This design comes from an exercise in tuning for small area, a short achievable clock period and few clock cycles on the open sky130 flow, not from production work.
Only simulation tests tie the RTL to the original design; equivalence was not proved.
Power figures rest on the tool's default switching activity, not on a simulated workload.

==> flow/design.v <==
module bellmanford (reset, clock, GMAR1, GMDR1, GMAR2, GMDR2, IMAR, IMDR, WMAR1, WMAR2, WMDR1, WMDR2, WMWDR, WMWAR, WMWE, OMAR, OMDR, OMWAR, OMWDR, OMWE, NegCycle, Finish);
input clock,reset;
output wire [12:0] GMAR1;
input wire [127:0] GMDR1;
output wire [12:0] GMAR2;
input wire [127:0] GMDR2;
output reg [12:0] IMAR;
input wire [7:0] IMDR;
output wire [12:0] WMAR1;
input wire [127:0] WMDR1;
output wire [12:0] WMAR2;
input wire [127:0] WMDR2;
output wire [12:0] WMWAR;
output wire [127:0] WMWDR;
output reg WMWE;
output wire [12:0] OMAR;
output wire [15:0] OMDR;
assign OMAR = 13'b0;
assign OMDR = 16'b0;
output reg [12:0] OMWAR;
output reg [15:0] OMWDR;
output reg OMWE;
output reg NegCycle;
output reg Finish;
localparam [3:0] QS = 4'd0,    
                 NS = 4'd1,    
                 E  = 4'd2,    
                 NX = 4'd3,    
                 OA = 4'd4,    
                 OB = 4'd5,    
                 OC = 4'd6,    
                 OD = 4'd7,    
                 DN = 4'd8,    
                 NG = 4'd9;    
reg [3:0] st;
reg [6:0] N;           
reg [6:0] U;           
reg [6:0] src;
reg [7:0] DistU;
reg [6:0] iv;          
reg [7:0] iw;          
reg [5:0] icnt;        
reg [2:0] fslot;       
reg [12:0] fline;      
reg [6:0] pass;
reg ncc;               
reg nproc;             
reg [63:0] dirty;      
reg [6:0] wa;          
reg [7:0] wdist;
reg [6:0] wpred;
reg [6:0] X;           
wire [6:0] Um1 = U - 7'd1;
assign GMAR1 = (st == QS) ? 13'd0 : {6'd0, Um1};
assign GMAR2 = (st == NS) ? GMDR1[12:0] : fline;
assign WMAR1 = {6'd0, U};
wire [6:0] rd2 = (st == E) ? iv : X;
assign WMAR2 = {6'd0, rd2};
assign WMWAR = {6'd0, wa};
assign WMWDR = {99'd0, 1'b0, wpred, wdist, IMAR};
wire fwd2 = WMWE && (wa == rd2);
wire [7:0] rdist2 = fwd2 ? wdist : WMDR2[20:13];
wire [6:0] rpred2 = fwd2 ? wpred : WMDR2[27:21];
wire valid2 = fwd2 || (WMDR2[12:0] == IMAR);
wire [7:0] nw = DistU + iw;
wire relax = !valid2 || ($signed(rdist2) > $signed(nw));
wire relax_now = (st == E) && relax;
reg [15:0] slotw;
always @(*) begin
    case (fslot)
        3'd0: slotw = GMDR2[127:112];
        3'd1: slotw = GMDR2[111:96];
        3'd2: slotw = GMDR2[95:80];
        3'd3: slotw = GMDR2[79:64];
        3'd4: slotw = GMDR2[63:48];
        3'd5: slotw = GMDR2[47:32];
        3'd6: slotw = GMDR2[31:16];
        default: slotw = GMDR2[15:0];
    endcase
end
function [6:0] pe8;    
    input [7:0] x;
    begin
        casez (x)
            8'b???????1: pe8 = {1'b1, 3'b0, 3'd0};
            8'b??????10: pe8 = {1'b1, 3'b0, 3'd1};
            8'b?????100: pe8 = {1'b1, 3'b0, 3'd2};
            8'b????1000: pe8 = {1'b1, 3'b0, 3'd3};
            8'b???10000: pe8 = {1'b1, 3'b0, 3'd4};
            8'b??100000: pe8 = {1'b1, 3'b0, 3'd5};
            8'b?1000000: pe8 = {1'b1, 3'b0, 3'd6};
            8'b10000000: pe8 = {1'b1, 3'b0, 3'd7};
            default:     pe8 = 7'd0;
        endcase
    end
endfunction
function [6:0] pe64;   
    input [63:0] x;
    reg [7:0] g;
    reg [6:0] gi, li;
    integer k;
    begin
        for (k = 0; k < 8; k = k + 1) g[k] = |x[8*k +: 8];
        gi = pe8(g);
        li = pe8(x[8*gi[2:0] +: 8]);
        pe64 = {gi[6], gi[2:0], li[2:0]};
    end
endfunction
reg [63:0] gtU;        
integer p;
always @(*) for (p = 0; p < 64; p = p + 1) gtU[p] = (p >= U);
wire [6:0] pa = pe64(dirty & gtU);
wire [6:0] pn = pe64(dirty);
wire has_abv = pa[6];
wire has_any = pn[6];
wire [6:0] first_abv = {1'b0, pa[5:0]} + 7'd1;
wire [6:0] first_any = {1'b0, pn[5:0]} + 7'd1;
wire v_abv = relax_now && (iv > U);
wire n_abv_has = has_abv || v_abv;
wire [6:0] n_abv = (has_abv && !(v_abv && iv < first_abv)) ? first_abv : iv;
wire n_any_has = has_any || relax_now;
wire [6:0] n_any = (has_any && !(relax_now && iv < first_any)) ? first_any : iv;
wire ncc_eff = ncc || relax_now;
wire [7:0] L = GMDR2[119:112];
wire done = (st == NX) || (st == E && icnt == 6'd0);
always @(posedge clock) begin
    if (reset) begin
        st <= QS;
        IMAR <= 13'd0;
        OMWAR <= 13'h1fff;
        OMWE <= 1'b0;
        WMWE <= 1'b0;
        Finish <= 1'b0;
        NegCycle <= 1'b0;
    end else begin
        case (st)
        QS: begin
            N <= GMDR1[6:0] - 7'd1;
            U <= IMDR[6:0];
            src <= IMDR[6:0];
            WMWE <= 1'b1;
            wa <= IMDR[6:0];
            wdist <= 8'd0;
            wpred <= IMDR[6:0];
            dirty <= 64'd0;
            pass <= 7'd1;
            ncc <= 1'b1;
            nproc <= 1'b0;
            IMAR <= IMAR + 13'd1;
            OMWE <= 1'b0;
            st <= NS;
        end
        NS: begin
            DistU <= (WMWE && wa == U) ? wdist : WMDR1[20:13];
            dirty[Um1[5:0]] <= 1'b0;
            WMWE <= 1'b0;
            if (U == N) nproc <= 1'b1;
            iv <= GMDR2[110:104];
            iw <= GMDR2[103:96];
            icnt <= L[5:0] - 6'd1;
            fslot <= 3'd2;
            fline <= GMDR1[12:0];
            st <= (L == 8'd0) ? NX : E;
        end
        E: begin
            if (relax) begin
                WMWE <= 1'b1;
                wa <= iv;
                wdist <= nw;
                wpred <= U;
                dirty[iv - 7'd1] <= 1'b1;
                ncc <= 1'b1;
            end else
                WMWE <= 1'b0;
            if (icnt != 6'd0) begin
                iv <= slotw[14:8];
                iw <= slotw[7:0];
                icnt <= icnt - 6'd1;
                fslot <= fslot + 3'd1;
                if (fslot == 3'd7) fline <= fline + 13'd1;
            end
        end
        NX: begin
            WMWE <= 1'b0;
        end
        OA: begin
            OMWDR <= {8'd0, rdist2};
            OMWE <= 1'b1;
            OMWAR <= OMWAR + 13'd1;
            X <= rpred2;
            WMWE <= 1'b0;
            st <= OB;
        end
        OB: begin
            OMWDR <= {8'd0, IMDR};
            OMWAR <= OMWAR + 13'd1;
            IMAR <= IMAR + 13'd1;
            st <= OC;
        end
        OC: begin
            OMWDR <= {9'd0, X};
            OMWAR <= OMWAR + 13'd1;
            X <= rpred2;
            if (X == src) st <= OD;
        end
        OD: begin
            OMWDR <= (IMDR == 8'hff) ? 16'hffff : 16'h0000;
            OMWAR <= OMWAR + 13'd1;
            if (IMDR == 8'hff) begin
                IMAR <= IMAR + 13'd1;
                st <= QS;
            end else
                st <= DN;
        end
        DN: begin
            OMWE <= 1'b0;
            Finish <= 1'b1;
        end
        NG: begin
            WMWE <= 1'b0;
            NegCycle <= 1'b1;
        end
        default: st <= QS;
        endcase
        if (done) begin
            X <= IMDR[6:0];
            if (n_abv_has) begin
                U <= n_abv;
                st <= NS;
            end else if (pass == 7'd1 && !nproc && n_any_has) begin
                U <= n_any;
                st <= NS;
            end else if (!ncc_eff || !n_any_has) begin
                st <= OA;
            end else if (pass == N) begin
                st <= NG;
            end else begin
                pass <= pass + 7'd1;
                ncc <= 1'b0;
                U <= n_any;
                st <= NS;
            end
        end
    end
end
endmodule
==> flow/run.sh <==
#!/bin/bash
# synth_recipe.tcl (not shown) runs the flow's synth.tcl, then flattens the netlist and writes it again
# the make line also repeats each setting of config.mk as NAME=value (left out here)
make -C /OpenROAD-flow-scripts/flow DESIGN_CONFIG=/design/flow/config.mk WORK_HOME=/design/flow/orfs CLKGATE_MAP_FILE= SYNTH_SCRIPT=/design/flow/synth_recipe.tcl finish
==> flow/config.mk <==
export PLATFORM = sky130hd
export DESIGN_NAME = bellmanford
export DESIGN_NICKNAME = bellmanford
export VERILOG_FILES = /design/flow/design.v
export SDC_FILE = /design/flow/constraint.sdc
export NUM_CORES = 4
export LEC_CHECK = 0
export CAP_MARGIN = 20
export CORE_MARGIN = 2
export CORE_UTILIZATION = 40
export SLEW_MARGIN = 20
==> flow/constraint.sdc <==
create_clock -name core_clock -period 5.0 [get_ports {clock}]
set_input_delay 1.0000 -clock core_clock [delete_from_list [all_inputs] [get_ports {clock}]]
set_output_delay 1.0000 -clock core_clock [all_outputs]
set_load 0.01 [all_outputs]
==> results of run 1 <==
[Yosys cell counts, drive strengths merged, types with 45 or more instances]
library cell    n
nand2         200
inv            55
ha             63
o21ai         185
xnor2          76
edfxtp        177
nor2          156
nand3          52
clkbuf         81
buf           212
a21oi         138
xor2           45
a31oi          45
[cells by family after synthesis]
kind of cell / count (synthesis) / synth area share (%)
AND/OR/NAND/NOR: 646 / 17.75
XOR/XNOR: 121 / 5.923
multiplexers: 62 / 3.594
adder cells (fa/ha/maj): 65 / 4.573
other: 1 / 0.02096
flip-flops: 211 / 33.51
buffers and inverters: 350 / 11.38
AO/OA/AOI/OAI: 623 / 23.24
==> summary.txt, run 1 <==
Synthesis
  • Proportion of netlist area held by the largest area contributor: 29.71%
  • Share of synthesized area occupied by flip-flops and latches: 33.51%
  • Synth Instances: 2079
  • Number of synthesis warnings: 1
  • Dominant cell type by area after synthesis: edfxtp_1
  • Top cells by area in the synthesized netlist: edfxtp_1 (30%), buf_4 (7.5%), o21ai_0 (5.1%)
  • Distinct cells, synth: 104
  • Share of flip-flops with an asynchronous set or reset: 0%
  • Netlist area before placement: 0.01789 sq mm
  • Syn Area/Cell: 8.606 sq um
  • Flip-flop cell with the highest count after synthesis: edfxtp_1
  • Post-synth EDFFs: 177
  • Flop and latch count out of synthesis: 211

Outcome
  • First Err: [ERROR PPL-0024] Number of IO pins (790) exceeds maximum number of available positions (774). Increase the die perimeter from 861.98um to 1074.40um.
  • Last stage reached: I/O pin placement
  • Result of the run: aborted with a tool error

Floorplanning
  • Width of the chip: 215.5 microns
  • Initial standard-cell utilization of the core: 40.46%
  • Die H: 215.5 microns
  • Row count: 77
Testbench counts, summed over its fixed seeds: cycles 26,344.
==> run 2, diff against run 1 <==
--- a/flow/design.v
+++ b/flow/design.v
@@ -50,6 +50,11 @@
 reg [7:0] wdist;
 reg [6:0] wpred;
 reg [6:0] X;           
+reg ep, rst_d;         
+always @(posedge clock) begin
+    rst_d <= reset;
+    if (reset && !rst_d) ep <= !ep;
+end
 wire [6:0] Um1 = U - 7'd1;
 assign GMAR1 = (st == QS) ? 13'd0 : {6'd0, Um1};
 assign GMAR2 = (st == NS) ? GMDR1[12:0] : fline;
@@ -57,11 +62,11 @@
 wire [6:0] rd2 = (st == E) ? iv : X;
 assign WMAR2 = {6'd0, rd2};
 assign WMWAR = {6'd0, wa};
-assign WMWDR = {99'd0, 1'b0, wpred, wdist, IMAR};
+assign WMWDR = {99'd0, wpred, wdist, ep, IMAR};
 wire fwd2 = WMWE && (wa == rd2);
-wire [7:0] rdist2 = fwd2 ? wdist : WMDR2[20:13];
-wire [6:0] rpred2 = fwd2 ? wpred : WMDR2[27:21];
-wire valid2 = fwd2 || (WMDR2[12:0] == IMAR);
+wire [7:0] rdist2 = fwd2 ? wdist : WMDR2[21:14];
+wire [6:0] rpred2 = fwd2 ? wpred : WMDR2[28:22];
+wire valid2 = fwd2 || (WMDR2[13:0] == {ep, IMAR});
 wire [7:0] nw = DistU + iw;
 wire relax = !valid2 || ($signed(rdist2) > $signed(nw));
 wire relax_now = (st == E) && relax;
@@ -151,7 +156,7 @@
             st <= NS;
         end
         NS: begin
-            DistU <= (WMWE && wa == U) ? wdist : WMDR1[20:13];
+            DistU <= (WMWE && wa == U) ? wdist : WMDR1[21:14];
             dirty[Um1[5:0]] <= 1'b0;
             WMWE <= 1'b0;
             if (U == N) nproc <= 1'b1;
--- a/flow/config.mk
+++ b/flow/config.mk
@@ -6,6 +6,6 @@
 export NUM_CORES = 4
 export LEC_CHECK = 0
 export CAP_MARGIN = 20
-export CORE_MARGIN = 2
-export CORE_UTILIZATION = 40
+export CORE_AREA = 5 5 275 275
+export DIE_AREA = 0 0 280 280
 export SLEW_MARGIN = 20
==> run 2 against run 1 <==
The layout now fails its checks (setup timing). Synthesized cell count decreased by 1.1%. Area after synthesis about the same.
==> summary.txt, run 2 <==
Synthesis
  • Synth Instances: 2056 (-1.1%)
  • Distinct cells, synth: 104 (unchanged)
  • Most common cell in the netlist: nand2_1
  • Number of synthesis warnings: 1 (unchanged)
  • Syn Area/Cell: 8.705 sq um (+1.2%)
  • Netlist area before placement: 0.01790 sq mm (about the same)
  • Flip-flop cell with the highest count after synthesis: edfxtp_1
  • Dominant cell type by area after synthesis: edfxtp_1
  • Share of flip-flops with an asynchronous set or reset: 0% (unchanged)
  • Cell types with the highest counts after synthesis: nand2_1 (238), buf_4 (188), edfxtp_1 (178)
  • Proportion of netlist area held by the largest area contributor: 29.86% (+0.16 points)
  • Post-synth EDFFs: 178 (+0.56%)
  • Share of synthesized area occupied by flip-flops and latches: 33.78% (+0.27 points)
  • Flop and latch count out of synthesis: 213 (+0.95%)
  • Top cells by area in the synthesized netlist: edfxtp_1 (30%), buf_4 (7.9%), nand2_1 (5.0%)

Timing
  • Tightest Pin Transition: 0.9647 ns
  • Finish-stage setup viols: 10
  • Fmax: 166.8 MHz
  • Min Hold Slack: 0.5077 ns
  • Final count of pins violating max slew: 0
  • RSZ-0062 raised after global routing: yes
  • Max-slew headroom at the worst pin: 35.48%
  • Final Hold Fails: 0
  • Final period utilization: 119.9%
  • Crit path setup slack, layout: -0.9951 ns
  • Minimum period implied by the final worst setup slack: 5.995 ns
  • Worst setup skew after layout: 0.01658 ns

Layout
  • Finished Core Util: 35.58%
  • Number of flip-flops under the largest register name: 64
  • Final net count: 3292
  • Footprint of the flip-flops and latches: 0.006046 sq mm
  • Largest register by flop count: dirty
  • Count of filler cells inserted in the layout: 7582
  • Layout cell share with drive strength beyond 1: 23.98%
  • Total area of multi-input combinational cells: 0.01108 sq mm
  • Area growth syn-to-layout: 44.28%
  • Most common cell after layout, fill and taps aside: buf_4
  • Commonest non-fill, non-tap cells in the layout: buf_4 (422), clkdlybuf4s50_1 (295), nand2_1 (232), edfxtp_1 (178), o21ai_0 (165)

Worst setup path
  • Slowest stage cell on the critical path: edfxtp_1
  • Critical path capture point type: register
  • Reg-to-reg startpoint: U[1]
  • Critical Path Fanout Max: 7
  • Critical path startpoint: U[1]
  • Logic depth of the worst register-to-register path: 30
  • Data required, critical path: 5.41 ns
  • Peak per-stage delay on the critical path: 0.48 ns
  • Critical Path Start Type: register
  • Worst Path Arrival: 6.41 ns
  • Critical path start-end classification: register to register

Routing
  • Post-route ant nets: 0
  • DR top layer: met5
  • Post-detailed-route via-to-cell ratio: 5.237
  • Average wire per cell in the routed design: 26.47 microns
  • Met3 WL post-DR: 9186 microns
  • Drc violations: 0
  • Post-Route WL: 97590 microns
  • Length of routed wiring on met1: 40430 microns
  • Number of iterations in the first detailed-routing pass: 10
  • Count of routing violations after the opening detailed-route iteration: 2237
  • Routed via count: 19310
  • Detail Route met2 WL: 42570 microns

Floorplanning
  • Number of top-level pins: 790
  • Row count: 99 (+29%)
  • Die H: 280 microns (+30%)
  • Area of the die: 0.07840 sq mm
  • Placeable core region: 0.07259 sq mm
  • Width of the chip: 280 microns (+30%)
  • Initial standard-cell utilization of the core: 24.66% (-16 points)

Global routing
  • Number of antenna violations at the first check in global routing: 13
  • GR Util All Layers: 23.52%
  • Largest net degree at the start of global routing: 75
  • Wire length of the first global-routing pass: 135300 microns
  • Number of global-route vias before repair: 18310
  • Total grt overflow: 0

Placement
  • Placer Congestion: 1.021
  • Detail Placement HPWL: 80440 microns
  • Quantity of I/O buffers inserted on ports: 295

CTS
  • TritonCTS Buffers: 26
  • CTS hold repair buffers: 0
  • Register clock-pin slew on the reported worst setup and hold paths: 0.06 ns
  • Clock tree buffer depth: 3
  • Clock latency (worst-skew pair): 0.57 ns
  • CTS tree: built
  • Clock sinks: 213
  • CTS HTree Levels: 1
  • Root Buffer Master: clkbuf_16

Power and ir drop
  • Worst ir drop on vdd: 502.3 uV
  • Pwr/cell area: 542.9 mW/mm^2
  • Leakage component of the power: 0.01026 uW

Min path
  • Number of instances on the worst hold path: 1
  • Worst hold path type: register to register
  • Start point of the worst hold path: rst_d

Outcome
  • Result of the run: finished with violations
  • Violated Checks: setup timing

Run
  • Max-cap violation count: 0
run 2: cell count changes after synthesis, sizes merged, moves of 17 or more:
cell    previous run  this run
nor2b             28        11
nand2            200       240
a22o               4        30
a21oi            138       113
clkbuf            81        59
run 2: worst max-delay path: cells and delay by family, from the launching register on:
kind / cells / cell delay, ns
AOI/OAI and AO/OA: 13 / 2.57
xor gates and xnor gates: 1 / 0.20
DFF: 1 / 0.48
and+or+nand+nor: 8 / 1.38
adders and majority gates: 2 / 0.42
buffers and inverters: 6 / 0.79
run 2: repair_timing:
| action | in CTS | in global routing |
|---|---|---|
| gates cloned | 1 | 0 |
| pin swaps | 48 | 19 |
| setup endpoints to repair | 15 | 15 |
| buffers inserted | 30 | 4 |
| resized for setup | 83 | 30 |
run 2: cells by family (layout without fill, tap and decap cells):
group,Yosys count,count (layout),synth area share (%)
AND/OR/NAND/NOR,669,669,17.97
AO/OA/AOI/OAI,599,600,23.08
multiplexers,65,65,3.866
XOR/XNOR,125,125,6.117
flip-flops,213,213,33.78
buffers and inverters,324,843,10.93
other,1,153,0.02095
adder cells (fa/ha/maj),60,60,4.236
run 2: area by class of cell:
class                   count  area share [%]
multi-input cells        1671           42.89
repair buffers            747           25.28
flip-flops and latches    213           23.41
well taps                 959           4.647
clock buffers              38           2.801
inverters                  51          0.7704
clock inverters             7          0.1841
diodes                      1        0.009690
run 2: final timing paths:
path | endpoint | slack [ns]
min | ep | 0.51
max reg2reg | U[1] | -1.0
max | U[1] | -1.0
min reg2reg | ep | 0.51
run 2: metrics by stage:
| stage | instances | setup TNS (ns) | instance area (sq um) | power [uW] | setup WS (ns) |
|---|---|---|---|---|---|
| finish | 3687 | -6.574 | 25820 | 14020 | -0.9951 |
| global route | 3687 | -9.753 | 25820 | 14680 | -1.193 |
| CTS | 3682 | -6.237 | 25660 | 13670 | -0.9453 |
| detailed placement | 3608 | -10.98 | 24240 | 11290 | -1.404 |
| global placement | 3608 | -10.63 | 24240 | 11330 | -1.346 |
| floorplan | 2207 | -25.47 | 18640 | 7122 | -0.8494 |
run 2: routing by layer:
| layer | track usage [%] | up-vias |
|---|---|---|
| li1 | - | 8669 |
| met1 | 31.27 | 9306 |
| met2 | 36.55 | 1139 |
| met3 | 5.675 | 182 |
| met4 | 10.19 | 12 |
| met5 | 0 | - |
run 2: power by group:
group / leakage [uW] / internal (uW) / total [uW] / switching (uW)
clock: 0.000378 / 998 / 1770 / 776
sequential: 0.00200 / 2370 / 2670 / 295
combinational: 0.00789 / 4200 / 9580 / 5380
Testbench counts of run 2, summed over its fixed seeds: cycles 26,344.

## port drivers added, routing unchanged
No port has a modelled driver above. Below, the same layout with a new extraction and two added sets of constraints.
Step 1 assumes that a clkbuf_16 drives the clock port and a buf_2 every other input.
Step 2, shift: input delay + t, output delay - t, t = (earliest + latest rising clock arrival at the registers) / 2. This alone moves slack from input paths to output paths.
Slacks: ideal / step 1 / step 2; pairs: ideal / step 1.
run: run 2
t (ns): 0.625
slack for setup (ns): -0.995 / -0.995 / -0.995
worst setup path at the end: register to register
worst data-port slew with drivers (ns): 0.22
The setup slack of run 2 moves by 0.000 ns with the drivers and by 0.000 ns with both steps.
